What follows belongs to an exercise in optimizing a design on an open flow for small area, a short achievable clock period and few clock cycles; a production flow would make more cautious choices.
The RTL was checked by simulation tests, not by an equivalence proof against the original design.

==> flow/design.v, too long to show whole: its modules and the start of the top module <==
// module associative_memory: 287 lines
// module am_pn_a: 2463 lines
// module am_pn_b: 303 lines
// module am_pn_c: 66 lines
// module am_pu_a: 1816 lines
// module am_pu_b: 713 lines
// module am_pu_c: 96 lines
// module am_fa: 4 lines
module associative_memory
(
	input Clk_CI, Reset_RI,
	input ValidIn_SI, ReadyIn_SI,
	output ReadyOut_SO, ValidOut_SO,
	input [2-1:0] ModeIn_SI,
	input [5-1:0] LabelIn_DI,
	input [0:1000-1] HypervectorIn_DI,
	output [5-1:0] LabelOut_DO,
	output [10-1:0] DistanceOut_DO
);
  // ...
==> flow/flow/run.sh <==
#!/bin/bash
# Layout flow: the standard flow (standard.sh, all steps from synthesis to
# the final layout, with flow/config.mk's settings), changed in two ways:
#  - timing repair aims for 9.4 ns of setup slack on the 13.5 ns clock, so that
#    the repair steps keep working on paths longer than 4.1 ns;
#  - every port gets a sky130_fd_sc_hd__buf_1 buffer.
# The clock period, the constraints and everything else are the standard flow's.
# make's output goes to run_standard.log; each ORFS step logs under orfs/logs/.
set -euo pipefail
bash standard.sh SETUP_SLACK_MARGIN=9.4 "BUFFER_PORTS_ARGS=-buffer_cell sky130_fd_sc_hd__buf_1" finish > run_standard.log 2>&1
==> flow/standard.sh <==
#!/bin/bash
# synth_recipe.tcl (not shown) runs the flow's synth.tcl, then flattens the netlist and writes it again
# the make line also repeats each setting of config.mk as NAME=value (left out here)
make -C /OpenROAD-flow-scripts/flow DESIGN_CONFIG=/design/flow/config.mk WORK_HOME=/design/flow/orfs CLKGATE_MAP_FILE= SYNTH_SCRIPT=/design/flow/synth_recipe.tcl "${@:-finish}"
==> flow/config.mk <==
export PLATFORM = sky130hd
export DESIGN_NAME = associative_memory
export DESIGN_NICKNAME = associative_memory
export VERILOG_FILES = /design/flow/design.v
export SDC_FILE = /design/flow/constraint.sdc
export NUM_CORES = 8
export LEC_CHECK = 0
export CAP_MARGIN = 20
export CORE_MARGIN = 2
export CORE_UTILIZATION = 55
export CTS_CLUSTER_DIAMETER = 80
export CTS_CLUSTER_SIZE = 24
export SLEW_MARGIN = 20
export SYNTH_HIERARCHICAL = 1
export TNS_END_PERCENT = 100
==> flow/constraint.sdc <==
create_clock -name core_clock -period 13.5 [get_ports {Clk_CI}]
set_input_delay 2.7000 -clock core_clock [delete_from_list [all_inputs] [get_ports {Clk_CI}]]
set_output_delay 2.7000 -clock core_clock [all_outputs]
set_load 0.01 [all_outputs]
==> results.json, run 1 <==
{
  "drc_errors": 0,
  "met3RoutedLength_mm": 331,
  "synth_cell_types": 83,
  "dr.pass1.iters": 9,
  "finish.utilization_pct": 59.3,
  "antenna_left": 1,
  "htreeDepth": 6,
  "drt_wl_total_mm": 2830,
  "largestRegisters": "Mem_DP (13000), Part1_DP (1755), Query_DP (1000)",
  "finalSetupTns_ps": 0,
  "synth_edf_count": 13200,
  "ctsResizeCount": 1128,
  "run_status": "complete, but fails checks",
  "grt.met2_usage_pct": 55.4,
  "num-nonclk-buffers": 1299,
  "buffer_area_share_pct": 0.827,
  "crit_chain": "buf_6",
  "violations": "antenna violations",
  "cp_top_family": "flip-flops",
  "overflow": 0,
  "cts_hold_buf": 0,
  "synthesis.area_mm2": 0.829,
  "cts_setup_buffers": 16,
  "grt_first_pass_wirelength_mm": 3780,
  "async_flop_share_pct": 0,
  "n_sequential_cell": 17000,
  "reg2reg_from": "Part1_DP[8][71]$_DFF_P_",
  "wl_per_cell_um": 39.3
}
Testbench counts, summed over its fixed seeds: cycles 1,112.
==> module am_pn_c, before the edit <==
module am_pn_c (input [25:0] mi, input [9:0] pe, output [11:0] cnt);
  wire s11_975;
  wire c11_975;
  wire s11_976;
  wire c11_976;
  wire s11_977;
  wire c11_977;
  wire s11_978;
  wire c11_978;
  wire s11_979;
  wire c11_979;
  wire s11_980;
  wire c11_980;
  wire s11_981;
  wire c11_981;
  wire s11_982;
  wire c11_982;
  wire s12_983;
  wire c12_983;
  wire s12_984;
  wire c12_984;
  wire s12_985;
  wire c12_985;
  wire s12_986;
  wire c12_986;
  wire s12_987;
  wire c12_987;
  wire s12_988;
  wire c12_988;
  wire s13_989;
  wire c13_989;
  wire s13_990;
  wire c13_990;
  wire s13_991;
  wire c13_991;
  wire s13_992;
  wire c13_992;
  wire s13_993;
  wire c13_993;
  wire s13_994;
  wire c13_994;
  am_fa u975 (.a(pe[1]), .b(mi[0]), .c(mi[1]), .s(s11_975), .co(c11_975));
  am_fa u976 (.a(pe[4]), .b(mi[6]), .c(mi[7]), .s(s11_976), .co(c11_976));
  am_fa u977 (.a(pe[5]), .b(mi[8]), .c(mi[10]), .s(s11_977), .co(c11_977));
  am_fa u978 (.a(pe[6]), .b(mi[12]), .c(mi[14]), .s(s11_978), .co(c11_978));
  am_fa u979 (.a(mi[15]), .b(mi[13]), .c(mi[17]), .s(s11_979), .co(c11_979));
  am_fa u980 (.a(pe[7]), .b(mi[18]), .c(mi[21]), .s(s11_980), .co(c11_980));
  am_fa u981 (.a(mi[20]), .b(mi[22]), .c(mi[19]), .s(s11_981), .co(c11_981));
  am_fa u982 (.a(pe[8]), .b(mi[24]), .c(mi[23]), .s(s11_982), .co(c11_982));
  am_fa u983 (.a(pe[2]), .b(c11_975), .c(mi[2]), .s(s12_983), .co(c12_983));
  am_fa u984 (.a(s11_976), .b(mi[5]), .c(mi[4]), .s(s12_984), .co(c12_984));
  am_fa u985 (.a(mi[9]), .b(c11_976), .c(mi[11]), .s(s12_985), .co(c12_985));
  am_fa u986 (.a(s11_978), .b(mi[16]), .c(s11_979), .s(s12_986), .co(c12_986));
  am_fa u987 (.a(c11_978), .b(s11_980), .c(c11_979), .s(s12_987), .co(c12_987));
  am_fa u988 (.a(c11_980), .b(s11_982), .c(c11_981), .s(s12_988), .co(c12_988));
  am_fa u989 (.a(pe[3]), .b(c12_983), .c(mi[3]), .s(s13_989), .co(c13_989));
  am_fa u990 (.a(s12_985), .b(s11_977), .c(c12_984), .s(s13_990), .co(c13_990));
  am_fa u991 (.a(c12_985), .b(c11_977), .c(s12_986), .s(s13_991), .co(c13_991));
  am_fa u992 (.a(s12_987), .b(c12_986), .c(s11_981), .s(s13_992), .co(c13_992));
  am_fa u993 (.a(s12_988), .b(c12_987), .c(mi[25]), .s(s13_993), .co(c13_993));
  am_fa u994 (.a(pe[9]), .b(c11_982), .c(c12_988), .s(s13_994), .co(c13_994));
  wire [10:0] ra = {c13_994, c13_993, c13_992, c13_991, c13_990, s13_990, c13_989, s13_989, s12_983, s11_975, pe[0]};
  wire [10:0] rb = {1'b0, s13_994, s13_993, s13_992, s13_991, 1'b0, s12_984, 1'b0, 1'b1, 1'b0, 1'b0};
  wire [11:0] sum = ra + rb;
  assign cnt = sum[11:0];
endmodule
==> run 2: changes to the inputs <==
--- a/flow/design.v
+++ b/flow/design.v
@@ -31,3 +31,2 @@
 wire [2:0] OutstN_S = Outst_SP + {2'b0, AccPred_S} - {2'b0, Pop_S};
-reg ReadyOut_SP;
 always @(posedge Clk_CI) begin
@@ -36,3 +35,2 @@
 		Ready_SP <= 1'b1;
-		ReadyOut_SP <= 1'b1;
 	end else begin
@@ -40,6 +38,5 @@
 		Ready_SP <= (OutstN_S < FD);
-		ReadyOut_SP <= ~&OutstN_S;
 	end
 end
-assign ReadyOut_SO = ReadyOut_SP;
+assign ReadyOut_SO = Ready_SP;
 reg [0:D-1] Query_DP;
@@ -111,4 +108,4 @@
 end
-localparam PW1 = 135;         
-localparam PW2 = 26;         
+localparam PW1 = 91;         
+localparam PW2 = 20;         
 wire [PW1-1:0] Part1_D [0:NC-1];
@@ -168,3 +165,3 @@
 reg S4V_SP;
-reg [NG-1:0] GInv_DP;           
+reg [KW-1:0] GKey_DP [0:NG-1];
 reg [DW-1:0] GDist_DP [0:NG-1];
@@ -177,6 +174,2 @@
 		wire [NC-1:0] win;
-		wire [HI-LO-1:0] inv;
-		for (i = LO; i < HI; i = i + 1) begin : g_inv
-			assign inv[i-LO] = &S3Key_DP[i];
-		end
 		for (i = 0; i < NC; i = i + 1) begin : g_w
@@ -208,3 +201,3 @@
 		always @(posedge Clk_CI) begin
-			GInv_DP[g] <= &inv;
+			GKey_DP[g] <= k;
 			GDist_DP[g] <= d;
@@ -226,4 +219,4 @@
 			if (m == i) assign beats[m] = 1'b1;
-			else if (m < i) assign beats[m] = ({GInv_DP[i], GDist_DP[i]} <= {GInv_DP[m], GDist_DP[m]});
-			else assign beats[m] = ({GInv_DP[i], GDist_DP[i]} < {GInv_DP[m], GDist_DP[m]});
+			else if (m < i) assign beats[m] = (GKey_DP[i] <= GKey_DP[m]);
+			else assign beats[m] = (GKey_DP[i] < GKey_DP[m]);
 		end
@@ -264,3 +257,3 @@
 	else
-		OutV_SP <= ShV_S[0] | (|Wr_S);
+		OutV_SP <= ShV_S[0] | Wr_S[0];
 	OutL_DP <= HeadL_D;
@@ -287,3 +280,3 @@
 endmodule
-module am_pn_a (input [999:0] e, input [999:0] q, output [134:0] m);
+module am_pn_a (input [999:0] e, input [999:0] q, output [90:0] m);
   wire [999:0] x = ~(e & q);
@@ -1417,2 +1410,3 @@
   wire c3_564;
+  wire s3_565;
   wire c3_565;
@@ -1452,2 +1446,3 @@
   wire c3_582;
+  wire s3_583;
   wire c3_583;
@@ -1736,2 +1731,3 @@
   wire s4_725;
+  wire c4_725;
   wire s4_726;
@@ -1752,2 +1748,3 @@
   wire c4_733;
+  wire s4_734;
   wire c4_734;
@@ -1808,2 +1805,3 @@
   wire s4_762;
+  wire c4_762;
   wire s4_763;
@@ -1842,2 +1840,4 @@
   wire c4_779;
+  wire s4_780;
+  wire c4_780;
   wire s4_781;
@@ -1884,2 +1884,127 @@
   wire c4_801;
+  wire s5_802;
+  wire c5_802;
+  wire s5_803;
+  wire c5_803;
+  wire s5_804;
+  wire c5_804;
+  wire s5_805;
+  wire c5_805;
+  wire s5_806;
+  wire c5_806;
+  wire s5_807;
+  wire c5_807;
+  wire s5_808;
+  wire c5_808;
+  wire s5_809;
+  wire c5_809;
+  wire s5_810;
+  wire c5_810;
+  wire s5_811;
+  wire c5_811;
+  wire s5_812;
+  wire c5_812;
+  wire s5_813;
+  wire c5_813;
+  wire s5_814;
+  wire c5_814;
+  wire s5_815;
+  wire c5_815;
+  wire s5_816;
+  wire c5_816;
+  wire s5_817;
+  wire c5_817;
+  wire s5_818;
+  wire c5_818;
+  wire s5_819;
+  wire c5_819;
+  wire s5_820;
+  wire c5_820;
+  wire s5_821;
+  wire c5_821;
+  wire s5_822;
+  wire c5_822;
+  wire s5_823;
+  wire c5_823;
+  wire s5_824;
+  wire c5_824;
+  wire s5_825;
+  wire c5_825;
+  wire s5_826;
+  wire c5_826;
+  wire s5_827;
+  wire c5_827;
+  wire s5_828;
+  wire c5_828;
+  wire s5_829;
+  wire c5_829;
+  wire s5_830;
+  wire c5_830;
+  wire s5_831;
+  wire c5_831;
+  wire s5_832;
+  wire c5_832;
+  wire s5_833;
+  wire c5_833;
+  wire s5_834;
+  wire c5_834;
+  wire s5_835;
+  wire c5_835;
+  wire s5_836;
+  wire c5_836;
+  wire s5_837;
+  wire c5_837;
+  wire s5_838;
+  wire c5_838;
+  wire s5_839;
+  wire c5_839;
+  wire s5_840;
+  wire c5_840;
+  wire s5_841;
+  wire c5_841;
+  wire s5_842;
+  wire c5_842;
+  wire s5_843;
+  wire c5_843;
+  wire s5_844;
+  wire c5_844;
+  wire s5_845;
+  wire c5_845;
+  wire s5_846;
+  wire c5_846;
+  wire s5_847;
+  wire c5_847;
+  wire s5_848;
+  wire c5_848;
+  wire s5_849;
+  wire c5_849;
+  wire s5_850;
+  wire s5_851;
+  wire c5_851;
+  wire s5_852;
+  wire c5_852;
+  wire s5_853;
+  wire c5_853;
+  wire s5_854;
+  wire c5_854;
+  wire s5_855;
+  wire c5_855;
+  wire s5_856;
+  wire c5_856;
+  wire s5_857;
+  wire c5_857;
+  wire s5_858;
+  wire s5_859;
+  wire c5_859;
+  wire s5_860;
+  wire c5_860;
+  wire s5_861;
+  wire c5_861;
+  wire s5_862;
+  wire c5_862;
+  wire s5_863;
+  wire c5_863;
+  wire s5_864;
+  wire s5_865;
+  wire c5_865;
   am_fa u1 (.a(x[0]), .b(x[1]), .c(x[2]), .s(s1_1), .co(c1_1));
@@ -2448,3 +2573,3 @@
   am_fa u564 (.a(s2_358), .b(s2_359), .c(s2_360), .s(s3_564), .co(c3_564));
-  am_fa u565 (.a(s2_361), .b(s2_362), .c(s2_363), .s(m[4]), .co(c3_565));
+  am_fa u565 (.a(s2_361), .b(s2_362), .c(s2_363), .s(s3_565), .co(c3_565));
   am_fa u566 (.a(s2_364), .b(s2_365), .c(s2_366), .s(s3_566), .co(c3_566));
@@ -2466,3 +2591,3 @@
   am_fa u582 (.a(s2_412), .b(s2_413), .c(s2_414), .s(s3_582), .co(c3_582));
-  am_fa u583 (.a(s2_415), .b(s2_416), .c(s2_417), .s(m[5]), .co(c3_583));
+  am_fa u583 (.a(s2_415), .b(s2_416), .c(s2_417), .s(s3_583), .co(c3_583));
   am_fa u584 (.a(s2_418), .b(s2_419), .c(s2_420), .s(s3_584), .co(c3_584));
@@ -2608,3 +2733,3 @@
   am_fa u724 (.a(s3_609), .b(c3_564), .c(s3_610), .s(s4_724), .co(c4_724));
-  am_fa u725 (.a(s3_611), .b(c3_565), .c(s3_612), .s(s4_725), .co(m[67]));
+  am_fa u725 (.a(s3_611), .b(c3_565), .c(s3_612), .s(s4_725), .co(c4_725));
   am_fa u726 (.a(s3_613), .b(c3_566), .c(s3_614), .s(s4_726), .co(c4_726));
@@ -2617,3 +2742,3 @@
   am_fa u733 (.a(s3_627), .b(c3_573), .c(s3_628), .s(s4_733), .co(c4_733));
-  am_fa u734 (.a(s3_629), .b(c3_574), .c(s3_630), .s(m[26]), .co(c4_734));
+  am_fa u734 (.a(s3_629), .b(c3_574), .c(s3_630), .s(s4_734), .co(c4_734));
   am_fa u735 (.a(s3_631), .b(c3_575), .c(s3_632), .s(s4_735), .co(c4_735));
@@ -2645,3 +2770,3 @@
   am_fa u761 (.a(c3_609), .b(s3_675), .c(c3_610), .s(s4_761), .co(c4_761));
-  am_fa u762 (.a(c3_611), .b(s3_676), .c(c3_612), .s(s4_762), .co(m[109]));
+  am_fa u762 (.a(c3_611), .b(s3_676), .c(c3_612), .s(s4_762), .co(c4_762));
   am_fa u763 (.a(c3_613), .b(s3_677), .c(c3_614), .s(s4_763), .co(c4_763));
@@ -2663,3 +2788,3 @@
   am_fa u779 (.a(c3_645), .b(s3_693), .c(c3_646), .s(s4_779), .co(c4_779));
-  am_fa u780 (.a(c3_647), .b(s3_694), .c(c3_648), .s(m[68]), .co(m[110]));
+  am_fa u780 (.a(c3_647), .b(s3_694), .c(c3_648), .s(s4_780), .co(c4_780));
   am_fa u781 (.a(c3_649), .b(s3_695), .c(c3_650), .s(s4_781), .co(c4_781));
@@ -2685,154 +2810,112 @@
   am_fa u801 (.a(c3_701), .b(c3_702), .c(c3_703), .s(s4_801), .co(c4_801));
-  am_fa u802 (.a(s4_704), .b(s4_705), .c(s4_706), .s(m[0]), .co(m[6]));
-  am_fa u803 (.a(s4_707), .b(s4_708), .c(s4_709), .s(m[1]), .co(m[7]));
-  am_fa u804 (.a(s4_710), .b(s4_711), .c(s4_712), .s(m[2]), .co(m[8]));
-  am_fa u805 (.a(s4_713), .b(s4_714), .c(s4_715), .s(m[3]), .co(m[9]));
-  am_fa u806 (.a(s4_716), .b(c4_704), .c(s4_717), .s(m[10]), .co(m[27]));
-  am_fa u807 (.a(s4_718), .b(s4_719), .c(c4_705), .s(m[11]), .co(m[28]));
-  am_fa u808 (.a(s4_720), .b(s4_721), .c(s4_722), .s(m[12]), .co(m[29]));
-  am_fa u809 (.a(c4_706), .b(s4_723), .c(s4_724), .s(m[13]), .co(m[30]));
-  am_fa u810 (.a(s4_725), .b(s4_726), .c(c4_707), .s(m[14]), .co(m[31]));
-  am_fa u811 (.a(s4_727), .b(s4_728), .c(s4_729), .s(m[15]), .co(m[32]));
-  am_fa u812 (.a(c4_708), .b(s4_730), .c(s4_731), .s(m[16]), .co(m[33]));
-  am_fa u813 (.a(s4_732), .b(s4_733), .c(c4_709), .s(m[17]), .co(m[34]));
-  am_fa u814 (.a(c4_710), .b(s4_735), .c(s4_736), .s(m[18]), .co(m[35]));
-  am_fa u815 (.a(s4_737), .b(c4_711), .c(s4_738), .s(m[19]), .co(m[36]));
-  am_fa u816 (.a(s4_739), .b(s4_740), .c(c4_712), .s(m[20]), .co(m[37]));
-  am_fa u817 (.a(s4_741), .b(s4_742), .c(s4_743), .s(m[21]), .co(m[38]));
-  am_fa u818 (.a(s4_744), .b(c4_713), .c(s4_745), .s(m[22]), .co(m[39]));
-  am_fa u819 (.a(s4_746), .b(s4_747), .c(c4_714), .s(m[23]), .co(m[40]));
-  am_fa u820 (.a(s4_748), .b(s4_749), .c(s4_750), .s(m[24]), .co(m[41]));
-  am_fa u821 (.a(c4_715), .b(s4_751), .c(s4_752), .s(m[25]), .co(m[42]));
-  am_fa u822 (.a(c4_716), .b(s4_753), .c(c4_717), .s(m[43]), .co(m[69]));
-  am_fa u823 (.a(s4_754), .b(c4_718), .c(s4_755), .s(m[44]), .co(m[70]));
-  am_fa u824 (.a(c4_719), .b(s4_756), .c(c4_720), .s(m[45]), .co(m[71]));
-  am_fa u825 (.a(s4_757), .b(c4_721), .c(s4_758), .s(m[46]), .co(m[72]));
-  am_fa u826 (.a(c4_722), .b(s4_759), .c(c4_723), .s(m[47]), .co(m[73]));
-  am_fa u827 (.a(s4_760), .b(c4_724), .c(s4_761), .s(m[48]), .co(m[74]));
-  am_fa u828 (.a(s4_762), .b(c4_726), .c(s4_763), .s(m[49]), .co(m[75]));
-  am_fa u829 (.a(c4_727), .b(s4_764), .c(c4_728), .s(m[50]), .co(m[76]));
-  am_fa u830 (.a(s4_765), .b(c4_729), .c(s4_766), .s(m[51]), .co(m[77]));
-  am_fa u831 (.a(c4_730), .b(s4_767), .c(c4_731), .s(m[52]), .co(m[78]));
-  am_fa u832 (.a(s4_768), .b(c4_732), .c(s4_769), .s(m[53]), .co(m[79]));
-  am_fa u833 (.a(c4_733), .b(s4_770), .c(c4_734), .s(m[54]), .co(m[80]));
-  am_fa u834 (.a(s4_771), .b(c4_735), .c(s4_772), .s(m[55]), .co(m[81]));
-  am_fa u835 (.a(c4_736), .b(s4_773), .c(c4_737), .s(m[56]), .co(m[82]));
-  am_fa u836 (.a(s4_774), .b(c4_738), .c(s4_775), .s(m[57]), .co(m[83]));
-  am_fa u837 (.a(c4_739), .b(s4_776), .c(c4_740), .s(m[58]), .co(m[84]));
-  am_fa u838 (.a(s4_777), .b(c4_741), .c(s4_778), .s(m[59]), .co(m[85]));
-  am_fa u839 (.a(c4_742), .b(s4_779), .c(c4_743), .s(m[60]), .co(m[86]));
-  am_fa u840 (.a(c4_744), .b(s4_781), .c(c4_745), .s(m[61]), .co(m[87]));
-  am_fa u841 (.a(s4_782), .b(c4_746), .c(s4_783), .s(m[62]), .co(m[88]));
-  am_fa u842 (.a(c4_747), .b(s4_784), .c(c4_748), .s(m[63]), .co(m[89]));
-  am_fa u843 (.a(s4_785), .b(c4_749), .c(s4_786), .s(m[64]), .co(m[90]));
-  am_fa u844 (.a(c4_750), .b(s4_787), .c(c4_751), .s(m[65]), .co(m[91]));
-  am_fa u845 (.a(s4_788), .b(c4_752), .c(s4_789), .s(m[66]), .co(m[92]));
-  am_fa u846 (.a(c4_753), .b(c4_754), .c(s4_790), .s(m[93]), .co(m[111]));
-  am_fa u847 (.a(c4_755), .b(c4_756), .c(c4_757), .s(m[94]), .co(m[112]));
-  am_fa u848 (.a(s4_791), .b(c4_758), .c(c4_759), .s(m[95]), .co(m[113]));
-  am_fa u849 (.a(c4_760), .b(s4_792), .c(c4_761), .s(m[96]), .co(m[114]));
-  am_fa u850 (.a(c4_763), .b(s4_793), .c(c4_764), .s(m[97]), .co(m[115]));
-  am_fa u851 (.a(c4_765), .b(c4_766), .c(s4_794), .s(m[98]), .co(m[116]));
-  am_fa u852 (.a(c4_767), .b(c4_768), .c(c4_769), .s(m[99]), .co(m[117]));
-  am_fa u853 (.a(s4_795), .b(c4_770), .c(c4_771), .s(m[100]), .co(m[118]));
-  am_fa u854 (.a(c3_685), .b(c4_772), .c(c4_773), .s(m[101]), .co(m[119]));
-  am_fa u855 (.a(s4_796), .b(c4_774), .c(c4_775), .s(m[102]), .co(m[120]));
-  am_fa u856 (.a(c4_776), .b(s4_797), .c(c4_777), .s(m[103]), .co(m[121]));
-  am_fa u857 (.a(c4_778), .b(c4_779), .c(s4_798), .s(m[104]), .co(m[122]));
-  am_fa u858 (.a(c4_781), .b(c4_782), .c(s4_799), .s(m[105]), .co(m[123]));
-  am_fa u859 (.a(c4_783), .b(c4_784), .c(c4_785), .s(m[106]), .co(m[124]));
-  am_fa u860 (.a(s4_800), .b(c4_786), .c(c4_787), .s(m[107]), .co(m[125]));
-  am_fa u861 (.a(c4_788), .b(s4_801), .c(c4_789), .s(m[108]), .co(m[126]));
-  am_fa u862 (.a(c4_790), .b(c4_791), .c(c4_792), .s(m[127]), .co(m[131]));
-  am_fa u863 (.a(c4_793), .b(c4_794), .c(c4_795), .s(m[128]), .co(m[132]));
-  am_fa u864 (.a(c4_796), .b(c4_797), .c(c4_798), .s(m[129]), .co(m[133]));
-  am_fa u865 (.a(c4_799), .b(c4_800), .c(c4_801), .s(m[130]), .co(m[134]));
+  am_fa u802 (.a(s4_704), .b(s4_705), .c(s4_706), .s(s5_802), .co(c5_802));
+  am_fa u803 (.a(s4_707), .b(s4_708), .c(s4_709), .s(s5_803), .co(c5_803));
+  am_fa u804 (.a(s4_710), .b(s4_711), .c(s4_712), .s(s5_804), .co(c5_804));
+  am_fa u805 (.a(s4_713), .b(s4_714), .c(s4_715), .s(s5_805), .co(c5_805));
+  am_fa u806 (.a(s4_716), .b(c4_704), .c(s4_717), .s(s5_806), .co(c5_806));
+  am_fa u807 (.a(s4_718), .b(s4_719), .c(c4_705), .s(s5_807), .co(c5_807));
+  am_fa u808 (.a(s4_720), .b(s4_721), .c(s4_722), .s(s5_808), .co(c5_808));
+  am_fa u809 (.a(c4_706), .b(s4_723), .c(s4_724), .s(s5_809), .co(c5_809));
+  am_fa u810 (.a(s4_725), .b(s4_726), .c(c4_707), .s(s5_810), .co(c5_810));
+  am_fa u811 (.a(s4_727), .b(s4_728), .c(s4_729), .s(s5_811), .co(c5_811));
+  am_fa u812 (.a(c4_708), .b(s4_730), .c(s4_731), .s(s5_812), .co(c5_812));
+  am_fa u813 (.a(s4_732), .b(s4_733), .c(c4_709), .s(s5_813), .co(c5_813));
+  am_fa u814 (.a(c4_710), .b(s4_735), .c(s4_736), .s(s5_814), .co(c5_814));
+  am_fa u815 (.a(s4_737), .b(c4_711), .c(s4_738), .s(s5_815), .co(c5_815));
+  am_fa u816 (.a(s4_739), .b(s4_740), .c(c4_712), .s(s5_816), .co(c5_816));
+  am_fa u817 (.a(s4_741), .b(s4_742), .c(s4_743), .s(s5_817), .co(c5_817));
+  am_fa u818 (.a(s4_744), .b(c4_713), .c(s4_745), .s(s5_818), .co(c5_818));
+  am_fa u819 (.a(s4_746), .b(s4_747), .c(c4_714), .s(s5_819), .co(c5_819));
+  am_fa u820 (.a(s4_748), .b(s4_749), .c(s4_750), .s(s5_820), .co(c5_820));
+  am_fa u821 (.a(c4_715), .b(s4_751), .c(s4_752), .s(s5_821), .co(c5_821));
+  am_fa u822 (.a(c4_716), .b(s4_753), .c(c4_717), .s(s5_822), .co(c5_822));
+  am_fa u823 (.a(s4_754), .b(c4_718), .c(s4_755), .s(s5_823), .co(c5_823));
+  am_fa u824 (.a(c4_719), .b(s4_756), .c(c4_720), .s(s5_824), .co(c5_824));
+  am_fa u825 (.a(s4_757), .b(c4_721), .c(s4_758), .s(s5_825), .co(c5_825));
+  am_fa u826 (.a(c4_722), .b(s4_759), .c(c4_723), .s(s5_826), .co(c5_826));
+  am_fa u827 (.a(s4_760), .b(c4_724), .c(s4_761), .s(s5_827), .co(c5_827));
+  am_fa u828 (.a(s4_762), .b(c4_726), .c(s4_763), .s(s5_828), .co(c5_828));
+  am_fa u829 (.a(c4_727), .b(s4_764), .c(c4_728), .s(s5_829), .co(c5_829));
+  am_fa u830 (.a(s4_765), .b(c4_729), .c(s4_766), .s(s5_830), .co(c5_830));
+  am_fa u831 (.a(c4_730), .b(s4_767), .c(c4_731), .s(s5_831), .co(c5_831));
+  am_fa u832 (.a(s4_768), .b(c4_732), .c(s4_769), .s(s5_832), .co(c5_832));
+  am_fa u833 (.a(c4_733), .b(s4_770), .c(c4_734), .s(s5_833), .co(c5_833));
+  am_fa u834 (.a(s4_771), .b(c4_735), .c(s4_772), .s(s5_834), .co(c5_834));
+  am_fa u835 (.a(c4_736), .b(s4_773), .c(c4_737), .s(s5_835), .co(c5_835));
+  am_fa u836 (.a(s4_774), .b(c4_738), .c(s4_775), .s(s5_836), .co(c5_836));
+  am_fa u837 (.a(c4_739), .b(s4_776), .c(c4_740), .s(s5_837), .co(c5_837));
+  am_fa u838 (.a(s4_777), .b(c4_741), .c(s4_778), .s(s5_838), .co(c5_838));
+  am_fa u839 (.a(c4_742), .b(s4_779), .c(c4_743), .s(s5_839), .co(c5_839));
+  am_fa u840 (.a(c4_744), .b(s4_781), .c(c4_745), .s(s5_840), .co(c5_840));
+  am_fa u841 (.a(s4_782), .b(c4_746), .c(s4_783), .s(s5_841), .co(c5_841));
+  am_fa u842 (.a(c4_747), .b(s4_784), .c(c4_748), .s(s5_842), .co(c5_842));
+  am_fa u843 (.a(s4_785), .b(c4_749), .c(s4_786), .s(s5_843), .co(c5_843));
+  am_fa u844 (.a(c4_750), .b(s4_787), .c(c4_751), .s(s5_844), .co(c5_844));
+  am_fa u845 (.a(s4_788), .b(c4_752), .c(s4_789), .s(s5_845), .co(c5_845));
+  am_fa u846 (.a(c4_753), .b(c4_754), .c(s4_790), .s(s5_846), .co(c5_846));
+  am_fa u847 (.a(c4_755), .b(c4_756), .c(c4_757), .s(s5_847), .co(c5_847));
+  am_fa u848 (.a(s4_791), .b(c4_758), .c(c4_759), .s(s5_848), .co(c5_848));
+  am_fa u849 (.a(c4_760), .b(s4_792), .c(c4_761), .s(s5_849), .co(c5_849));
+  am_fa u850 (.a(c4_763), .b(s4_793), .c(c4_764), .s(s5_850), .co(m[80]));
+  am_fa u851 (.a(c4_765), .b(c4_766), .c(s4_794), .s(s5_851), .co(c5_851));
+  am_fa u852 (.a(c4_767), .b(c4_768), .c(c4_769), .s(s5_852), .co(c5_852));
+  am_fa u853 (.a(s4_795), .b(c4_770), .c(c4_771), .s(s5_853), .co(c5_853));
+  am_fa u854 (.a(c3_685), .b(c4_772), .c(c4_773), .s(s5_854), .co(c5_854));
+  am_fa u855 (.a(s4_796), .b(c4_774), .c(c4_775), .s(s5_855), .co(c5_855));
+  am_fa u856 (.a(c4_776), .b(s4_797), .c(c4_777), .s(s5_856), .co(c5_856));
+  am_fa u857 (.a(c4_778), .b(c4_779), .c(s4_798), .s(s5_857), .co(c5_857));
+  am_fa u858 (.a(c4_781), .b(c4_782), .c(s4_799), .s(s5_858), .co(m[81]));
+  am_fa u859 (.a(c4_783), .b(c4_784), .c(c4_785), .s(s5_859), .co(c5_859));
+  am_fa u860 (.a(s4_800), .b(c4_786), .c(c4_787), .s(s5_860), .co(c5_860));
+  am_fa u861 (.a(c4_788), .b(s4_801), .c(c4_789), .s(s5_861), .co(c5_861));
+  am_fa u862 (.a(c4_790), .b(c4_791), .c(c4_792), .s(s5_862), .co(c5_862));
+  am_fa u863 (.a(c4_793), .b(c4_794), .c(c4_795), .s(s5_863), .co(c5_863));
+  am_fa u864 (.a(c4_796), .b(c4_797), .c(c4_798), .s(s5_864), .co(m[89]));
+  am_fa u865 (.a(c4_799), .b(c4_800), .c(c4_801), .s(s5_865), .co(c5_865));
+  am_fa u866 (.a(s5_802), .b(s3_565), .c(s5_803), .s(m[0]), .co(m[2]));
+  am_fa u867 (.a(s5_804), .b(s3_583), .c(s5_805), .s(m[1]), .co(m[3]));
+  am_fa u868 (.a(s5_806), .b(s5_807), .c(c5_802), .s(m[4]), .co(m[11]));
+  am_fa u869 (.a(s5_808), .b(s5_809), .c(s5_810), .s(m[5]), .co(m[12]));
+  am_fa u870 (.a(s5_811), .b(c5_803), .c(s5_812), .s(m[6]), .co(m[13]));
+  am_fa u871 (.a(s5_813), .b(s4_734), .c(s5_814), .s(m[7]), .co(m[14]));
+  am_fa u872 (.a(s5_815), .b(c5_804), .c(s5_816), .s(m[8]), .co(m[15]));
+  am_fa u873 (.a(s5_817), .b(s5_818), .c(s5_819), .s(m[9]), .co(m[16]));
+  am_fa u874 (.a(c5_805), .b(s5_820), .c(s5_821), .s(m[10]), .co(m[17]));
+  am_fa u875 (.a(s5_822), .b(c5_806), .c(s5_823), .s(m[18]), .co(m[32]));
+  am_fa u876 (.a(c5_807), .b(s5_824), .c(s5_825), .s(m[19]), .co(m[33]));
+  am_fa u877 (.a(c5_808), .b(s5_826), .c(c5_809), .s(m[20]), .co(m[34]));
+  am_fa u878 (.a(s5_827), .b(c4_725), .c(s5_828), .s(m[21]), .co(m[35]));
+  am_fa u879 (.a(c5_810), .b(s5_829), .c(c5_811), .s(m[22]), .co(m[36]));
+  am_fa u880 (.a(s5_830), .b(c5_812), .c(s5_831), .s(m[23]), .co(m[37]));
+  am_fa u881 (.a(s5_832), .b(c5_813), .c(s5_833), .s(m[24]), .co(m[38]));
+  am_fa u882 (.a(s5_834), .b(c5_814), .c(s5_835), .s(m[25]), .co(m[39]));
+  am_fa u883 (.a(c5_815), .b(s5_836), .c(s5_837), .s(m[26]), .co(m[40]));
+  am_fa u884 (.a(c5_816), .b(s5_838), .c(c5_817), .s(m[27]), .co(m[41]));
+  am_fa u885 (.a(s5_839), .b(s4_780), .c(s5_840), .s(m[28]), .co(m[42]));
+  am_fa u886 (.a(c5_818), .b(s5_841), .c(c5_819), .s(m[29]), .co(m[43]));
+  am_fa u887 (.a(s5_842), .b(s5_843), .c(c5_820), .s(m[30]), .co(m[44]));
+  am_fa u888 (.a(s5_844), .b(c5_821), .c(s5_845), .s(m[31]), .co(m[45]));
+  am_fa u889 (.a(c5_822), .b(s5_846), .c(c5_823), .s(m[46]), .co(m[60]));
+  am_fa u890 (.a(s5_847), .b(c5_824), .c(c5_825), .s(m[47]), .co(m[61]));
+  am_fa u891 (.a(s5_848), .b(c5_826), .c(s5_849), .s(m[48]), .co(m[62]));
+  am_fa u892 (.a(c5_827), .b(c4_762), .c(c5_828), .s(m[49]), .co(m[63]));
+  am_fa u893 (.a(s5_850), .b(c5_829), .c(c5_830), .s(m[50]), .co(m[64]));
+  am_fa u894 (.a(s5_851), .b(c5_831), .c(s5_852), .s(m[51]), .co(m[65]));
+  am_fa u895 (.a(c5_832), .b(s5_853), .c(c5_833), .s(m[52]), .co(m[66]));
+  am_fa u896 (.a(c5_834), .b(s5_854), .c(c5_835), .s(m[53]), .co(m[67]));
+  am_fa u897 (.a(s5_855), .b(c5_836), .c(c5_837), .s(m[54]), .co(m[68]));
+  am_fa u898 (.a(s5_856), .b(c5_838), .c(s5_857), .s(m[55]), .co(m[69]));
+  am_fa u899 (.a(c5_839), .b(c4_780), .c(c5_840), .s(m[56]), .co(m[70]));
+  am_fa u900 (.a(s5_858), .b(c5_841), .c(s5_859), .s(m[57]), .co(m[71]));
+  am_fa u901 (.a(c5_842), .b(c5_843), .c(s5_860), .s(m[58]), .co(m[72]));
+  am_fa u902 (.a(c5_844), .b(s5_861), .c(c5_845), .s(m[59]), .co(m[73]));
+  am_fa u903 (.a(c5_846), .b(c5_847), .c(s5_862), .s(m[74]), .co(m[82]));
+  am_fa u904 (.a(c5_848), .b(c5_849), .c(c5_851), .s(m[75]), .co(m[83]));
+  am_fa u905 (.a(s5_863), .b(c5_852), .c(c5_853), .s(m[76]), .co(m[84]));
+  am_fa u906 (.a(c5_854), .b(c5_855), .c(s5_864), .s(m[77]), .co(m[85]));
+  am_fa u907 (.a(c5_856), .b(c5_857), .c(c5_859), .s(m[78]), .co(m[86]));
+  am_fa u908 (.a(s5_865), .b(c5_860), .c(c5_861), .s(m[79]), .co(m[87]));
+  am_fa u909 (.a(c5_862), .b(c5_863), .c(c5_865), .s(m[88]), .co(m[90]));
 endmodule
-module am_pn_b (input [134:0] mi, output [25:0] m);
-  wire c6_866;
-  wire c6_867;
-  wire s6_868;
-  wire c6_868;
-  wire s6_869;
-  wire c6_869;
-  wire s6_870;
-  wire c6_870;
-  wire s6_871;
-  wire c6_871;
-  wire s6_872;
-  wire c6_872;
-  wire s6_873;
-  wire c6_873;
-  wire s6_874;
-  wire c6_874;
-  wire s6_875;
-  wire c6_875;
-  wire s6_876;
-  wire c6_876;
-  wire s6_877;
-  wire c6_877;
-  wire s6_878;
-  wire c6_878;
-  wire s6_879;
-  wire c6_879;
-  wire s6_880;
-  wire c6_880;
-  wire s6_881;
-  wire c6_881;
-  wire s6_882;
-  wire c6_882;
-  wire s6_883;
-  wire c6_883;
-  wire s6_884;
-  wire c6_884;
-  wire s6_885;
-  wire c6_885;
-  wire s6_886;
-  wire c6_886;
-  wire s6_887;
-  wire c6_887;
-  wire s6_888;
-  wire c6_888;
-  wire s6_889;
-  wire c6_889;
-  wire s6_890;
-  wire c6_890;
-  wire s6_891;
-  wire c6_891;
-  wire s6_892;
-  wire c6_892;
-  wire s6_893;
-  wire c6_893;
-  wire s6_894;
-  wire c6_894;
-  wire s6_895;
-  wire c6_895;
-  wire s6_896;
-  wire c6_896;
-  wire s6_897;
-  wire c6_897;
-  wire s6_898;
-  wire c6_898;
-  wire s6_899;
-  wire c6_899;
-  wire s6_900;
-  wire c6_900;
-  wire s6_901;
-  wire c6_901;
-  wire s6_902;
-  wire c6_902;
-  wire s6_903;
-  wire c6_903;
-  wire s6_904;
-  wire c6_904;
-  wire s6_905;
-  wire c6_905;
-  wire s6_906;
-  wire c6_906;
-  wire s6_907;
-  wire c6_907;
-  wire s6_908;
-  wire c6_908;
-  wire s6_909;
-  wire c6_909;
+module am_pn_b (input [90:0] mi, output [19:0] m);
   wire s7_910;
@@ -2904,2 +2987,3 @@
   wire c8_943;
+  wire s8_944;
   wire c8_944;
@@ -2925,2 +3009,3 @@
   wire s8_955;
+  wire c8_955;
   wire s9_956;
@@ -2929,2 +3014,3 @@
   wire c9_957;
+  wire s9_958;
   wire s9_959;
@@ -2934,2 +3020,3 @@
   wire s9_961;
+  wire c9_961;
   wire s9_962;
@@ -2942,75 +3029,45 @@
   wire c9_965;
+  wire s9_966;
   wire c9_966;
-  am_fa u866 (.a(mi[0]), .b(mi[4]), .c(mi[1]), .s(m[0]), .co(c6_866));
-  am_fa u867 (.a(mi[2]), .b(mi[5]), .c(mi[3]), .s(m[1]), .co(c6_867));
-  am_fa u868 (.a(mi[10]), .b(mi[11]), .c(mi[6]), .s(s6_868), .co(c6_868));
-  am_fa u869 (.a(mi[12]), .b(mi[13]), .c(mi[14]), .s(s6_869), .co(c6_869));
-  am_fa u870 (.a(mi[15]), .b(mi[7]), .c(mi[16]), .s(s6_870), .co(c6_870));
-  am_fa u871 (.a(mi[17]), .b(mi[26]), .c(mi[18]), .s(s6_871), .co(c6_871));
-  am_fa u872 (.a(mi[19]), .b(mi[8]), .c(mi[20]), .s(s6_872), .co(c6_872));
-  am_fa u873 (.a(mi[21]), .b(mi[22]), .c(mi[23]), .s(s6_873), .co(c6_873));
-  am_fa u874 (.a(mi[9]), .b(mi[24]), .c(mi[25]), .s(s6_874), .co(c6_874));
-  am_fa u875 (.a(mi[43]), .b(mi[27]), .c(mi[44]), .s(s6_875), .co(c6_875));
-  am_fa u876 (.a(mi[28]), .b(mi[45]), .c(mi[46]), .s(s6_876), .co(c6_876));
-  am_fa u877 (.a(mi[29]), .b(mi[47]), .c(mi[30]), .s(s6_877), .co(c6_877));
-  am_fa u878 (.a(mi[48]), .b(mi[67]), .c(mi[49]), .s(s6_878), .co(c6_878));
-  am_fa u879 (.a(mi[31]), .b(mi[50]), .c(mi[32]), .s(s6_879), .co(c6_879));
-  am_fa u880 (.a(mi[51]), .b(mi[33]), .c(mi[52]), .s(s6_880), .co(c6_880));
-  am_fa u881 (.a(mi[53]), .b(mi[34]), .c(mi[54]), .s(s6_881), .co(c6_881));
-  am_fa u882 (.a(mi[55]), .b(mi[35]), .c(mi[56]), .s(s6_882), .co(c6_882));
-  am_fa u883 (.a(mi[36]), .b(mi[57]), .c(mi[58]), .s(s6_883), .co(c6_883));
-  am_fa u884 (.a(mi[37]), .b(mi[59]), .c(mi[38]), .s(s6_884), .co(c6_884));
-  am_fa u885 (.a(mi[60]), .b(mi[68]), .c(mi[61]), .s(s6_885), .co(c6_885));
-  am_fa u886 (.a(mi[39]), .b(mi[62]), .c(mi[40]), .s(s6_886), .co(c6_886));
-  am_fa u887 (.a(mi[63]), .b(mi[64]), .c(mi[41]), .s(s6_887), .co(c6_887));
-  am_fa u888 (.a(mi[65]), .b(mi[42]), .c(mi[66]), .s(s6_888), .co(c6_888));
-  am_fa u889 (.a(mi[69]), .b(mi[93]), .c(mi[70]), .s(s6_889), .co(c6_889));
-  am_fa u890 (.a(mi[94]), .b(mi[71]), .c(mi[72]), .s(s6_890), .co(c6_890));
-  am_fa u891 (.a(mi[95]), .b(mi[73]), .c(mi[96]), .s(s6_891), .co(c6_891));
-  am_fa u892 (.a(mi[74]), .b(mi[109]), .c(mi[75]), .s(s6_892), .co(c6_892));
-  am_fa u893 (.a(mi[97]), .b(mi[76]), .c(mi[77]), .s(s6_893), .co(c6_893));
-  am_fa u894 (.a(mi[98]), .b(mi[78]), .c(mi[99]), .s(s6_894), .co(c6_894));
-  am_fa u895 (.a(mi[79]), .b(mi[100]), .c(mi[80]), .s(s6_895), .co(c6_895));
-  am_fa u896 (.a(mi[81]), .b(mi[101]), .c(mi[82]), .s(s6_896), .co(c6_896));
-  am_fa u897 (.a(mi[102]), .b(mi[83]), .c(mi[84]), .s(s6_897), .co(c6_897));
-  am_fa u898 (.a(mi[103]), .b(mi[85]), .c(mi[104]), .s(s6_898), .co(c6_898));
-  am_fa u899 (.a(mi[86]), .b(mi[110]), .c(mi[87]), .s(s6_899), .co(c6_899));
-  am_fa u900 (.a(mi[105]), .b(mi[88]), .c(mi[106]), .s(s6_900), .co(c6_900));
-  am_fa u901 (.a(mi[89]), .b(mi[90]), .c(mi[107]), .s(s6_901), .co(c6_901));
-  am_fa u902 (.a(mi[91]), .b(mi[108]), .c(mi[92]), .s(s6_902), .co(c6_902));
-  am_fa u903 (.a(mi[111]), .b(mi[112]), .c(mi[127]), .s(s6_903), .co(c6_903));
-  am_fa u904 (.a(mi[113]), .b(mi[114]), .c(mi[116]), .s(s6_904), .co(c6_904));
-  am_fa u905 (.a(mi[128]), .b(mi[117]), .c(mi[118]), .s(s6_905), .co(c6_905));
-  am_fa u906 (.a(mi[119]), .b(mi[120]), .c(mi[129]), .s(s6_906), .co(c6_906));
-  am_fa u907 (.a(mi[121]), .b(mi[122]), .c(mi[124]), .s(s6_907), .co(c6_907));
-  am_fa u908 (.a(mi[130]), .b(mi[125]), .c(mi[126]), .s(s6_908), .co(c6_908));
-  am_fa u909 (.a(mi[131]), .b(mi[132]), .c(mi[134]), .s(s6_909), .co(c6_909));
-  am_fa u910 (.a(s6_868), .b(s6_869), .c(c6_866), .s(s7_910), .co(c7_910));
-  am_fa u911 (.a(s6_870), .b(s6_871), .c(s6_872), .s(s7_911), .co(c7_911));
-  am_fa u912 (.a(c6_867), .b(s6_873), .c(s6_874), .s(s7_912), .co(c7_912));
-  am_fa u913 (.a(s6_875), .b(c6_868), .c(s6_876), .s(s7_913), .co(c7_913));
-  am_fa u914 (.a(s6_877), .b(c6_869), .c(s6_878), .s(s7_914), .co(c7_914));
-  am_fa u915 (.a(s6_879), .b(c6_870), .c(s6_880), .s(s7_915), .co(c7_915));
-  am_fa u916 (.a(s6_881), .b(c6_871), .c(s6_882), .s(s7_916), .co(c7_916));
-  am_fa u917 (.a(s6_883), .b(c6_872), .c(s6_884), .s(s7_917), .co(c7_917));
-  am_fa u918 (.a(s6_885), .b(c6_873), .c(s6_886), .s(s7_918), .co(c7_918));
-  am_fa u919 (.a(s6_887), .b(c6_874), .c(s6_888), .s(s7_919), .co(c7_919));
-  am_fa u920 (.a(c6_875), .b(s6_889), .c(c6_876), .s(s7_920), .co(c7_920));
-  am_fa u921 (.a(s6_890), .b(c6_877), .c(s6_891), .s(s7_921), .co(c7_921));
-  am_fa u922 (.a(c6_878), .b(s6_892), .c(c6_879), .s(s7_922), .co(c7_922));
-  am_fa u923 (.a(s6_893), .b(c6_880), .c(s6_894), .s(s7_923), .co(c7_923));
-  am_fa u924 (.a(c6_881), .b(s6_895), .c(c6_882), .s(s7_924), .co(c7_924));
-  am_fa u925 (.a(s6_897), .b(c6_883), .c(s6_898), .s(s7_925), .co(c7_925));
-  am_fa u926 (.a(c6_884), .b(c6_885), .c(s6_899), .s(s7_926), .co(c7_926));
-  am_fa u927 (.a(c6_886), .b(s6_900), .c(c6_887), .s(s7_927), .co(c7_927));
-  am_fa u928 (.a(s6_901), .b(c6_888), .c(s6_902), .s(s7_928), .co(c7_928));
-  am_fa u929 (.a(c6_889), .b(s6_903), .c(c6_890), .s(s7_929), .co(c7_929));
-  am_fa u930 (.a(c6_891), .b(s6_904), .c(c6_892), .s(s7_930), .co(c7_930));
-  am_fa u931 (.a(mi[115]), .b(c6_893), .c(c6_894), .s(s7_931), .co(c7_931));
-  am_fa u932 (.a(s6_905), .b(c6_895), .c(s6_906), .s(s7_932), .co(c7_932));
-  am_fa u933 (.a(c6_897), .b(c6_898), .c(s6_907), .s(s7_933), .co(c7_933));
-  am_fa u934 (.a(c6_899), .b(mi[123]), .c(c6_900), .s(s7_934), .co(c7_934));
-  am_fa u935 (.a(c6_901), .b(s6_908), .c(c6_902), .s(s7_935), .co(c7_935));
-  am_fa u936 (.a(c6_903), .b(c6_904), .c(s6_909), .s(s7_936), .co(c7_936));
-  am_fa u937 (.a(c6_906), .b(mi[133]), .c(c6_908), .s(s7_937), .co(c7_937));
+  wire c9_967;
+  wire s10_969;
+  wire c10_969;
+  wire s10_970;
+  wire c10_970;
+  wire s10_971;
+  wire c10_971;
+  wire s10_972;
+  wire c10_972;
+  wire s10_973;
+  wire c10_973;
+  wire s10_974;
+  wire c10_974;
+  am_fa u910 (.a(mi[4]), .b(mi[5]), .c(mi[2]), .s(s7_910), .co(c7_910));
+  am_fa u911 (.a(mi[6]), .b(mi[7]), .c(mi[8]), .s(s7_911), .co(c7_911));
+  am_fa u912 (.a(mi[3]), .b(mi[9]), .c(mi[10]), .s(s7_912), .co(c7_912));
+  am_fa u913 (.a(mi[18]), .b(mi[11]), .c(mi[19]), .s(s7_913), .co(c7_913));
+  am_fa u914 (.a(mi[20]), .b(mi[12]), .c(mi[21]), .s(s7_914), .co(c7_914));
+  am_fa u915 (.a(mi[22]), .b(mi[13]), .c(mi[23]), .s(s7_915), .co(c7_915));
+  am_fa u916 (.a(mi[24]), .b(mi[14]), .c(mi[25]), .s(s7_916), .co(c7_916));
+  am_fa u917 (.a(mi[26]), .b(mi[15]), .c(mi[27]), .s(s7_917), .co(c7_917));
+  am_fa u918 (.a(mi[28]), .b(mi[16]), .c(mi[29]), .s(s7_918), .co(c7_918));
+  am_fa u919 (.a(mi[30]), .b(mi[17]), .c(mi[31]), .s(s7_919), .co(c7_919));
+  am_fa u920 (.a(mi[32]), .b(mi[46]), .c(mi[33]), .s(s7_920), .co(c7_920));
+  am_fa u921 (.a(mi[47]), .b(mi[34]), .c(mi[48]), .s(s7_921), .co(c7_921));
+  am_fa u922 (.a(mi[35]), .b(mi[49]), .c(mi[36]), .s(s7_922), .co(c7_922));
+  am_fa u923 (.a(mi[50]), .b(mi[37]), .c(mi[51]), .s(s7_923), .co(c7_923));
+  am_fa u924 (.a(mi[38]), .b(mi[52]), .c(mi[39]), .s(s7_924), .co(c7_924));
+  am_fa u925 (.a(mi[54]), .b(mi[40]), .c(mi[55]), .s(s7_925), .co(c7_925));
+  am_fa u926 (.a(mi[41]), .b(mi[42]), .c(mi[56]), .s(s7_926), .co(c7_926));
+  am_fa u927 (.a(mi[43]), .b(mi[57]), .c(mi[44]), .s(s7_927), .co(c7_927));
+  am_fa u928 (.a(mi[58]), .b(mi[45]), .c(mi[59]), .s(s7_928), .co(c7_928));
+  am_fa u929 (.a(mi[60]), .b(mi[74]), .c(mi[61]), .s(s7_929), .co(c7_929));
+  am_fa u930 (.a(mi[62]), .b(mi[75]), .c(mi[63]), .s(s7_930), .co(c7_930));
+  am_fa u931 (.a(mi[80]), .b(mi[64]), .c(mi[65]), .s(s7_931), .co(c7_931));
+  am_fa u932 (.a(mi[76]), .b(mi[66]), .c(mi[77]), .s(s7_932), .co(c7_932));
+  am_fa u933 (.a(mi[68]), .b(mi[69]), .c(mi[78]), .s(s7_933), .co(c7_933));
+  am_fa u934 (.a(mi[70]), .b(mi[81]), .c(mi[71]), .s(s7_934), .co(c7_934));
+  am_fa u935 (.a(mi[72]), .b(mi[79]), .c(mi[73]), .s(s7_935), .co(c7_935));
+  am_fa u936 (.a(mi[82]), .b(mi[83]), .c(mi[88]), .s(s7_936), .co(c7_936));
+  am_fa u937 (.a(mi[85]), .b(mi[89]), .c(mi[87]), .s(s7_937), .co(c7_937));
   am_fa u938 (.a(s7_910), .b(s7_911), .c(s7_912), .s(m[2]), .co(c8_938));
@@ -3021,3 +3078,3 @@
   am_fa u943 (.a(c7_914), .b(c7_915), .c(s7_923), .s(s8_943), .co(c8_943));
-  am_fa u944 (.a(s7_924), .b(c7_916), .c(s6_896), .s(m[7]), .co(c8_944));
+  am_fa u944 (.a(s7_924), .b(c7_916), .c(mi[53]), .s(s8_944), .co(c8_944));
   am_fa u945 (.a(s7_925), .b(c7_917), .c(c7_918), .s(s8_945), .co(c8_945));
@@ -3026,3 +3083,3 @@
   am_fa u948 (.a(s7_930), .b(s7_931), .c(c7_923), .s(s8_948), .co(c8_948));
-  am_fa u949 (.a(s7_932), .b(c7_924), .c(c6_896), .s(s8_949), .co(c8_949));
+  am_fa u949 (.a(s7_932), .b(c7_924), .c(mi[67]), .s(s8_949), .co(c8_949));
   am_fa u950 (.a(c7_925), .b(s7_933), .c(s7_934), .s(s8_950), .co(c8_950));
@@ -3030,11 +3087,11 @@
   am_fa u952 (.a(c7_929), .b(c7_930), .c(c7_931), .s(s8_952), .co(c8_952));
-  am_fa u953 (.a(c6_905), .b(c7_932), .c(c7_933), .s(s8_953), .co(m[22]));
+  am_fa u953 (.a(mi[84]), .b(c7_932), .c(c7_933), .s(s8_953), .co(m[16]));
   am_fa u954 (.a(s7_937), .b(c7_934), .c(c7_935), .s(s8_954), .co(c8_954));
-  am_fa u955 (.a(c7_936), .b(c6_909), .c(c7_937), .s(s8_955), .co(m[24]));
+  am_fa u955 (.a(c7_936), .b(mi[90]), .c(c7_937), .s(s8_955), .co(c8_955));
   am_fa u956 (.a(s8_939), .b(c8_938), .c(s8_941), .s(s9_956), .co(c9_956));
   am_fa u957 (.a(s8_942), .b(c8_939), .c(s7_922), .s(s9_957), .co(c9_957));
-  am_fa u958 (.a(s8_943), .b(c8_940), .c(s8_945), .s(m[6]), .co(m[11]));
+  am_fa u958 (.a(s8_943), .b(c8_940), .c(s8_945), .s(s9_958), .co(m[8]));
   am_fa u959 (.a(s7_926), .b(c8_941), .c(s8_946), .s(s9_959), .co(c9_959));
   am_fa u960 (.a(c8_942), .b(s8_947), .c(c7_922), .s(s9_960), .co(c9_960));
-  am_fa u961 (.a(s8_948), .b(c8_943), .c(s8_949), .s(s9_961), .co(m[16]));
+  am_fa u961 (.a(s8_948), .b(c8_943), .c(s8_949), .s(s9_961), .co(c9_961));
   am_fa u962 (.a(c8_944), .b(c8_945), .c(s8_950), .s(s9_962), .co(c9_962));
@@ -3043,29 +3100,25 @@
   am_fa u965 (.a(c8_948), .b(c8_949), .c(c8_950), .s(s9_965), .co(c9_965));
-  am_fa u966 (.a(c6_907), .b(s8_954), .c(c8_951), .s(m[17]), .co(c9_966));
-  am_fa u967 (.a(c8_952), .b(s8_955), .c(c8_954), .s(m[21]), .co(m[25]));
-  am_fa u968 (.a(s9_956), .b(s8_940), .c(c7_911), .s(m[3]), .co(m[4]));
-  am_fa u969 (.a(s9_957), .b(c9_956), .c(s9_959), .s(m[5]), .co(m[8]));
-  am_fa u970 (.a(s9_960), .b(c9_957), .c(s9_961), .s(m[9]), .co(m[12]));
-  am_fa u971 (.a(s9_962), .b(c9_959), .c(s9_963), .s(m[10]), .co(m[13]));
-  am_fa u972 (.a(c9_960), .b(s9_964), .c(s9_965), .s(m[14]), .co(m[18]));
-  am_fa u973 (.a(s8_953), .b(c9_962), .c(c9_963), .s(m[15]), .co(m[19]));
-  am_fa u974 (.a(c9_964), .b(c9_965), .c(c9_966), .s(m[20]), .co(m[23]));
+  am_fa u966 (.a(mi[86]), .b(s8_954), .c(c8_951), .s(s9_966), .co(c9_966));
+  am_fa u967 (.a(c8_952), .b(s8_955), .c(c8_954), .s(m[15]), .co(c9_967));
+  am_fa u968 (.a(s9_956), .b(s8_940), .c(c7_911), .s(m[3]), .co(m[5]));
+  am_fa u969 (.a(s9_957), .b(c9_956), .c(s9_959), .s(s10_969), .co(c10_969));
+  am_fa u970 (.a(s9_960), .b(c9_957), .c(s9_961), .s(s10_970), .co(c10_970));
+  am_fa u971 (.a(s9_962), .b(c9_959), .c(s9_963), .s(s10_971), .co(c10_971));
+  am_fa u972 (.a(c9_960), .b(s9_964), .c(s9_965), .s(s10_972), .co(c10_972));
+  am_fa u973 (.a(s8_953), .b(c9_962), .c(c9_963), .s(s10_973), .co(c10_973));
+  am_fa u974 (.a(c9_964), .b(c9_965), .c(c9_966), .s(s10_974), .co(c10_974));
+  am_fa u975 (.a(s10_969), .b(s9_958), .c(s8_944), .s(m[4]), .co(m[6]));
+  am_fa u976 (.a(s10_970), .b(c10_969), .c(s10_971), .s(m[7]), .co(m[9]));
+  am_fa u977 (.a(c10_970), .b(s10_972), .c(c9_961), .s(m[10]), .co(m[12]));
+  am_fa u978 (.a(s10_973), .b(c10_971), .c(s9_966), .s(m[11]), .co(m[13]));
+  am_fa u979 (.a(c10_972), .b(s10_974), .c(c10_973), .s(m[14]), .co(m[17]));
+  am_fa u980 (.a(c8_955), .b(c9_967), .c(c10_974), .s(m[18]), .co(m[19]));
+  assign m[0] = mi[0];
+  assign m[1] = mi[1];
 endmodule
-module am_pn_c (input [25:0] mi, input [9:0] pe, output [11:0] cnt);
-  wire s11_975;
-  wire c11_975;
-  wire s11_976;
-  wire c11_976;
-  wire s11_977;
-  wire c11_977;
-  wire s11_978;
-  wire c11_978;
-  wire s11_979;
-  wire c11_979;
-  wire s11_980;
-  wire c11_980;
-  wire s11_981;
-  wire c11_981;
-  wire s11_982;
-  wire c11_982;
+module am_pn_c (input [19:0] mi, input [9:0] pe, output [11:0] cnt);
+  wire s12_981;
+  wire c12_981;
+  wire s12_982;
+  wire c12_982;
   wire s12_983;
@@ -3080,4 +3133,4 @@
   wire c12_987;
-  wire s12_988;
-  wire c12_988;
+  wire s13_988;
+  wire c13_988;
   wire s13_989;
@@ -3092,26 +3145,20 @@
   wire c13_993;
-  wire s13_994;
-  wire c13_994;
-  am_fa u975 (.a(pe[1]), .b(mi[0]), .c(mi[1]), .s(s11_975), .co(c11_975));
-  am_fa u976 (.a(pe[4]), .b(mi[6]), .c(mi[7]), .s(s11_976), .co(c11_976));
-  am_fa u977 (.a(pe[5]), .b(mi[8]), .c(mi[10]), .s(s11_977), .co(c11_977));
-  am_fa u978 (.a(pe[6]), .b(mi[12]), .c(mi[14]), .s(s11_978), .co(c11_978));
-  am_fa u979 (.a(mi[15]), .b(mi[13]), .c(mi[17]), .s(s11_979), .co(c11_979));
-  am_fa u980 (.a(pe[7]), .b(mi[18]), .c(mi[21]), .s(s11_980), .co(c11_980));
-  am_fa u981 (.a(mi[20]), .b(mi[22]), .c(mi[19]), .s(s11_981), .co(c11_981));
-  am_fa u982 (.a(pe[8]), .b(mi[24]), .c(mi[23]), .s(s11_982), .co(c11_982));
-  am_fa u983 (.a(pe[2]), .b(c11_975), .c(mi[2]), .s(s12_983), .co(c12_983));
-  am_fa u984 (.a(s11_976), .b(mi[5]), .c(mi[4]), .s(s12_984), .co(c12_984));
-  am_fa u985 (.a(mi[9]), .b(c11_976), .c(mi[11]), .s(s12_985), .co(c12_985));
-  am_fa u986 (.a(s11_978), .b(mi[16]), .c(s11_979), .s(s12_986), .co(c12_986));
-  am_fa u987 (.a(c11_978), .b(s11_980), .c(c11_979), .s(s12_987), .co(c12_987));
-  am_fa u988 (.a(c11_980), .b(s11_982), .c(c11_981), .s(s12_988), .co(c12_988));
-  am_fa u989 (.a(pe[3]), .b(c12_983), .c(mi[3]), .s(s13_989), .co(c13_989));
-  am_fa u990 (.a(s12_985), .b(s11_977), .c(c12_984), .s(s13_990), .co(c13_990));
-  am_fa u991 (.a(c12_985), .b(c11_977), .c(s12_986), .s(s13_991), .co(c13_991));
-  am_fa u992 (.a(s12_987), .b(c12_986), .c(s11_981), .s(s13_992), .co(c13_992));
-  am_fa u993 (.a(s12_988), .b(c12_987), .c(mi[25]), .s(s13_993), .co(c13_993));
-  am_fa u994 (.a(pe[9]), .b(c11_982), .c(c12_988), .s(s13_994), .co(c13_994));
-  wire [10:0] ra = {c13_994, c13_993, c13_992, c13_991, c13_990, s13_990, c13_989, s13_989, s12_983, s11_975, pe[0]};
-  wire [10:0] rb = {1'b0, s13_994, s13_993, s13_992, s13_991, 1'b0, s12_984, 1'b0, 1'b1, 1'b0, 1'b0};
+  wire s14_994;
+  wire c14_994;
+  am_fa u981 (.a(pe[1]), .b(mi[0]), .c(mi[1]), .s(s12_981), .co(c12_981));
+  am_fa u982 (.a(pe[4]), .b(mi[5]), .c(mi[4]), .s(s12_982), .co(c12_982));
+  am_fa u983 (.a(pe[5]), .b(mi[8]), .c(mi[6]), .s(s12_983), .co(c12_983));
+  am_fa u984 (.a(pe[6]), .b(mi[10]), .c(mi[11]), .s(s12_984), .co(c12_984));
+  am_fa u985 (.a(pe[7]), .b(mi[12]), .c(mi[14]), .s(s12_985), .co(c12_985));
+  am_fa u986 (.a(mi[15]), .b(mi[16]), .c(mi[13]), .s(s12_986), .co(c12_986));
+  am_fa u987 (.a(pe[8]), .b(mi[17]), .c(mi[18]), .s(s12_987), .co(c12_987));
+  am_fa u988 (.a(pe[2]), .b(c12_981), .c(mi[2]), .s(s13_988), .co(c13_988));
+  am_fa u989 (.a(s12_983), .b(c12_982), .c(mi[7]), .s(s13_989), .co(c13_989));
+  am_fa u990 (.a(c12_983), .b(s12_984), .c(mi[9]), .s(s13_990), .co(c13_990));
+  am_fa u991 (.a(s12_985), .b(c12_984), .c(s12_986), .s(s13_991), .co(c13_991));
+  am_fa u992 (.a(c12_985), .b(s12_987), .c(c12_986), .s(s13_992), .co(c13_992));
+  am_fa u993 (.a(pe[9]), .b(c12_987), .c(mi[19]), .s(s13_993), .co(c13_993));
+  am_fa u994 (.a(pe[3]), .b(c13_988), .c(mi[3]), .s(s14_994), .co(c14_994));
+  wire [10:0] ra = {c13_993, s13_993, s13_992, c13_990, c13_989, s13_989, c14_994, s14_994, s13_988, s12_981, pe[0]};
+  wire [10:0] rb = {1'b0, c13_992, c13_991, s13_991, s13_990, 1'b0, s12_982, 1'b0, 1'b1, 1'b0, 1'b0};
   wire [11:0] sum = ra + rb;
==> flow/flow/run.sh (replaced) <==
#!/bin/bash
# Layout flow: the standard flow (standard.sh, all steps from synthesis to
# the final layout, with flow/config.mk's settings), changed in two ways:
#  - timing repair aims for 9.5 ns of setup slack on the 13.5 ns clock, so that
#    the repair steps keep working on paths longer than 4 ns;
#  - every port gets a sky130_fd_sc_hd__buf_2 buffer.
# The clock period, the constraints and everything else are the standard flow's.
# make's output goes to run_standard.log; each ORFS step logs under orfs/logs/.
set -euo pipefail
bash standard.sh SETUP_SLACK_MARGIN=9.5 "BUFFER_PORTS_ARGS=-buffer_cell sky130_fd_sc_hd__buf_2" finish > run_standard.log 2>&1
--- a/flow/config.mk
+++ b/flow/config.mk
@@ -7,3 +7,3 @@
 export LEC_CHECK = 0
-export CAP_MARGIN = 20
+export CAP_MARGIN = 40
 export CORE_MARGIN = 2
@@ -12,3 +12,3 @@
 export CTS_CLUSTER_SIZE = 24
-export SLEW_MARGIN = 20
+export SLEW_MARGIN = 40
 export SYNTH_HIERARCHICAL = 1
==> run 2 against run 1 <==
The run now finishes clean. Non-clock buffer count up 2545. First-iteration DRC count up 7.6%. Maximum frequency down 5.6%. Die area down 1.3%.
==> results.json, run 2 <==
{
  "finalSetupTns_ps": 0,
  "ios": 1028,
  "min_period_ps": 4710,
  "synth_cells": 48100,
  "layout-drive-gt1-share_pct": 22.3,
  "drt_wl_total_mm": 2970,
  "synth_nets": 63500,
  "cap_violations": 0,
  "cts-root-buf": "clkbuf_16",
  "synth_cell_types": 92,
  "drt_iter0_markers": 63100,
  "finalClockSkew_ps": 69.0,
  "synthesis.area_mm2": 0.818,
  "cts.sinks": 16400,
  "synth_edf_count": 13200,
  "die_w_mm": 1.22,
  "cts_buffers": 857,
  "netlist_top_cells_area": "edfxtp_1 (49%), fa_1 (34%), dfxtp_1 (7.8%)",
  "layout_commonest_cell": "edfxtp_1",
  "async_flop_share_pct": 0,
  "dpl.hpwl_mm": 2380,
  "overflow": 0,
  "htreeDepth": 6,
  "grt_use_total_pct": 39.6,
  "dpl.cell_count": 69000,
  "antenna_found_initial": 391,
  "cpMaxStageDelayCell": "fa_2",
  "wl_per_cell_um": 40.3,
  "vias_per_cell": 6.00,
  "dp_slack_ps": 7900,
  "run_status": "finished clean",
  "top_register": "Mem_DP",
  "cp_max_fo": 8,
  "cts_tree": "built",
  "largest_reg_flops": 13000,
  "yosys.area.top_type_share_pct": 48.6,
  "dr.pass1.iters": 8,
  "n_fill_cell": 107000,
  "crit_chain": "buf_6, buf_6, buf_6, nand2_4, fa_2, fa_2, fa_2, fa_2, fa_2, fa_2",
  "rsz0062_at_grt": "true",
  "dieArea_mm2": 1.50,
  "largestRegisters": "Mem_DP (13000), Part1_DP (1183), Query_DP (1000)",
  "r2r-end": "Part1_DP[2][0]$_DFF_P_",
  "hold_class": "flop to flop",
  "finalNetCount": 67900,
  "crit_path_start_kind": "flop",
  "routed-via-count": 442000,
  "cpPeakStageDelay_ps": 910,
  "ctsLongestPathBuffers": 5,
  "reg2reg_from": "Query_DP[937]$_DFF_P_",
  "die_y_mm": 1.22,
  "yosysTopAreaCell": "edfxtp_1",
  "crit_path_frequent_cell": "fa_2",
  "reg2reg_depth": 10,
  "r2r_slack_ps": 8790,
  "endpoint": "Part1_DP[2][0]$_DFF_P_",
  "grt_first_pass_wirelength_mm": 3890,
  "drc_errors": 0,
  "core_area_mm2": 1.49,
  "seq_area_frac_synth_pct": 56.4,
  "finish.utilization_pct": 62.6,
  "tightestPinTransition_ps": 1040,
  "cts_hold_buf": 0,
  "antenna_left": 0,
  "mostFrequentLayoutCells": "edfxtp_1 (13200), nand2_1 (13100), fa_1 (8987), fa_2 (4934), dfxtp_1 (2178)"
}
-- run 2: cell count changes after synthesis, moves of 40 or more --
cell / previous run / this run
nand2_1: 13707 / 13667
dfxtp_1: 3796 / 3188
a221o_1: 3 / 46
a31oi_1: 14 / 129
nand4_1: 93 / 50
nor2_1: 293 / 340
o21ai_0: 634 / 571
-- run 2: modules after synthesis (local to each module, per instance), a selection --
module	cell area [µm²]	cells inside
am_pn_b	15.0	2
am_fa	20.0	1
associative_memory	487000	20700
am_pu_c	275	35
am_pn_c	295	36
am_pn_a	3750	1000
am_pu_a	7.51	1
-- run 2: per-stage QoR --
step / hold WS (ps) / area [µm²]
5_1_grt: 323 / 930000
4_1_cts: 327 / 915000
3_3_place_gp: 313 / 850000
6_report: 325 / 930000
3_5_place_dp: 313 / 851000
2_1_floorplan: 329 / 818000
-- run 2: cells by family after synthesis --
logic type,share of synthesized area [%]
adders and majority gates,34.8
AOI/OAI and AO/OA,1.15
DFF,56.4
xor gates and xnor gates,0.212
muxes,0.127
buffers and inverters,0.508
and+or+nand+nor,6.85
-- run 2: repair_timing --
action	in CTS	in global routing
setup buffers	1701	697
gates cloned	40	13
pin swaps	2350	2040
endpoints found under the setup margin	5092	2518
resized for setup	6783	2004
-- run 2: final cells by class --
class,count,area (µm²),share of cell area (%)
Multi-Input combinational cell,30700,368000,39.6
Antenna cell,684,1710,0.184
Inverter,725,2720,0.293
Clock buffer,1311,24500,2.64
Sequential cell,16400,465000,50.0
Timing Repair Buffer,3844,40400,4.35
Clock inverter,294,3170,0.341
Tap cell,19800,24800,2.66
-- run 2: worst min-delay path by stage --
stage                                start                     end  slack, ps  depth (start not counted)
global route        Part1_DP[3][0]$_DFF_P_  Part2_DP[3][0]$_DFF_P_        320                          0
finish              Part1_DP[6][0]$_DFF_P_  Part2_DP[6][0]$_DFF_P_        320                          0
CTS                 Part1_DP[6][0]$_DFF_P_  Part2_DP[6][0]$_DFF_P_        330                          0
floorplan                Shift2_SP$_DFF_P_       Shift3_SP$_DFF_P_        330                          0
detailed placement  Part1_DP[8][0]$_DFF_P_  Part2_DP[8][0]$_DFF_P_        310                          0
global placement    Part1_DP[2][0]$_DFF_P_  Part2_DP[2][0]$_DFF_P_        310                          0
-- run 2: worst max-delay path, delay by kind of cell, from the launching register on --
kind                       cells  cell delay [ps]
and+or+nand+nor                1               50
DFF                            1              450
adders and majority gates      6             3770
buffers and inverters          3              300
-- run 2: per-layer routing --
metal	vias to the layer above	global-route usage [%]	routed length, µm
met4	140	22.7	224000
met5	-	0	1680
met2	26300	57.7	1300000
met1	240000	53.8	1080000
li1	171000	-	-
met3	4536	12.1	366000
Testbench counts of run 2, summed over its fixed seeds: cycles 1,112.

re-timing with driven ports:
In the flow no input, the clock included, has a driving cell. The finished layouts below were timed again as built, in two steps. Step 1 (the two cells are an assumption about what drives the block):
set clk [get_ports {Clk_CI}]
set_driving_cell -lib_cell sky130_fd_sc_hd__clkbuf_16 $clk
set_driving_cell -lib_cell sky130_fd_sc_hd__buf_2 [delete_from_list [all_inputs] $clk]
Step 2 adds t to the input delays and takes it off the output delays; t is the mean of the earliest and latest rising clock arrival at the registers after step 1. Input paths then give back, and output paths get back, about the clock's delay inside the block. Slacks: no drivers / after step 1 / after step 2; pairs: no drivers / after step 1.
| run | t, ns | setup slack, ns | worst hold slack (ns) | worst setup path at the end | clock arrival spread, ns |
|---|---|---|---|---|---|
| run 1 | 1.486 | 9.054 / 8.859 / 8.076 | 0.425 / 0.425 / 0.425 | input to register | 0.077 / 0.077 |
| run 2 | 1.490 | 8.791 / 8.676 / 8.281 | 0.325 / 0.325 / 0.325 | input to register | 0.080 / 0.079 |
For run 1, which loses most, drivers alone change the setup slack by -0.195 ns; drivers and shift together by -0.978 ns.
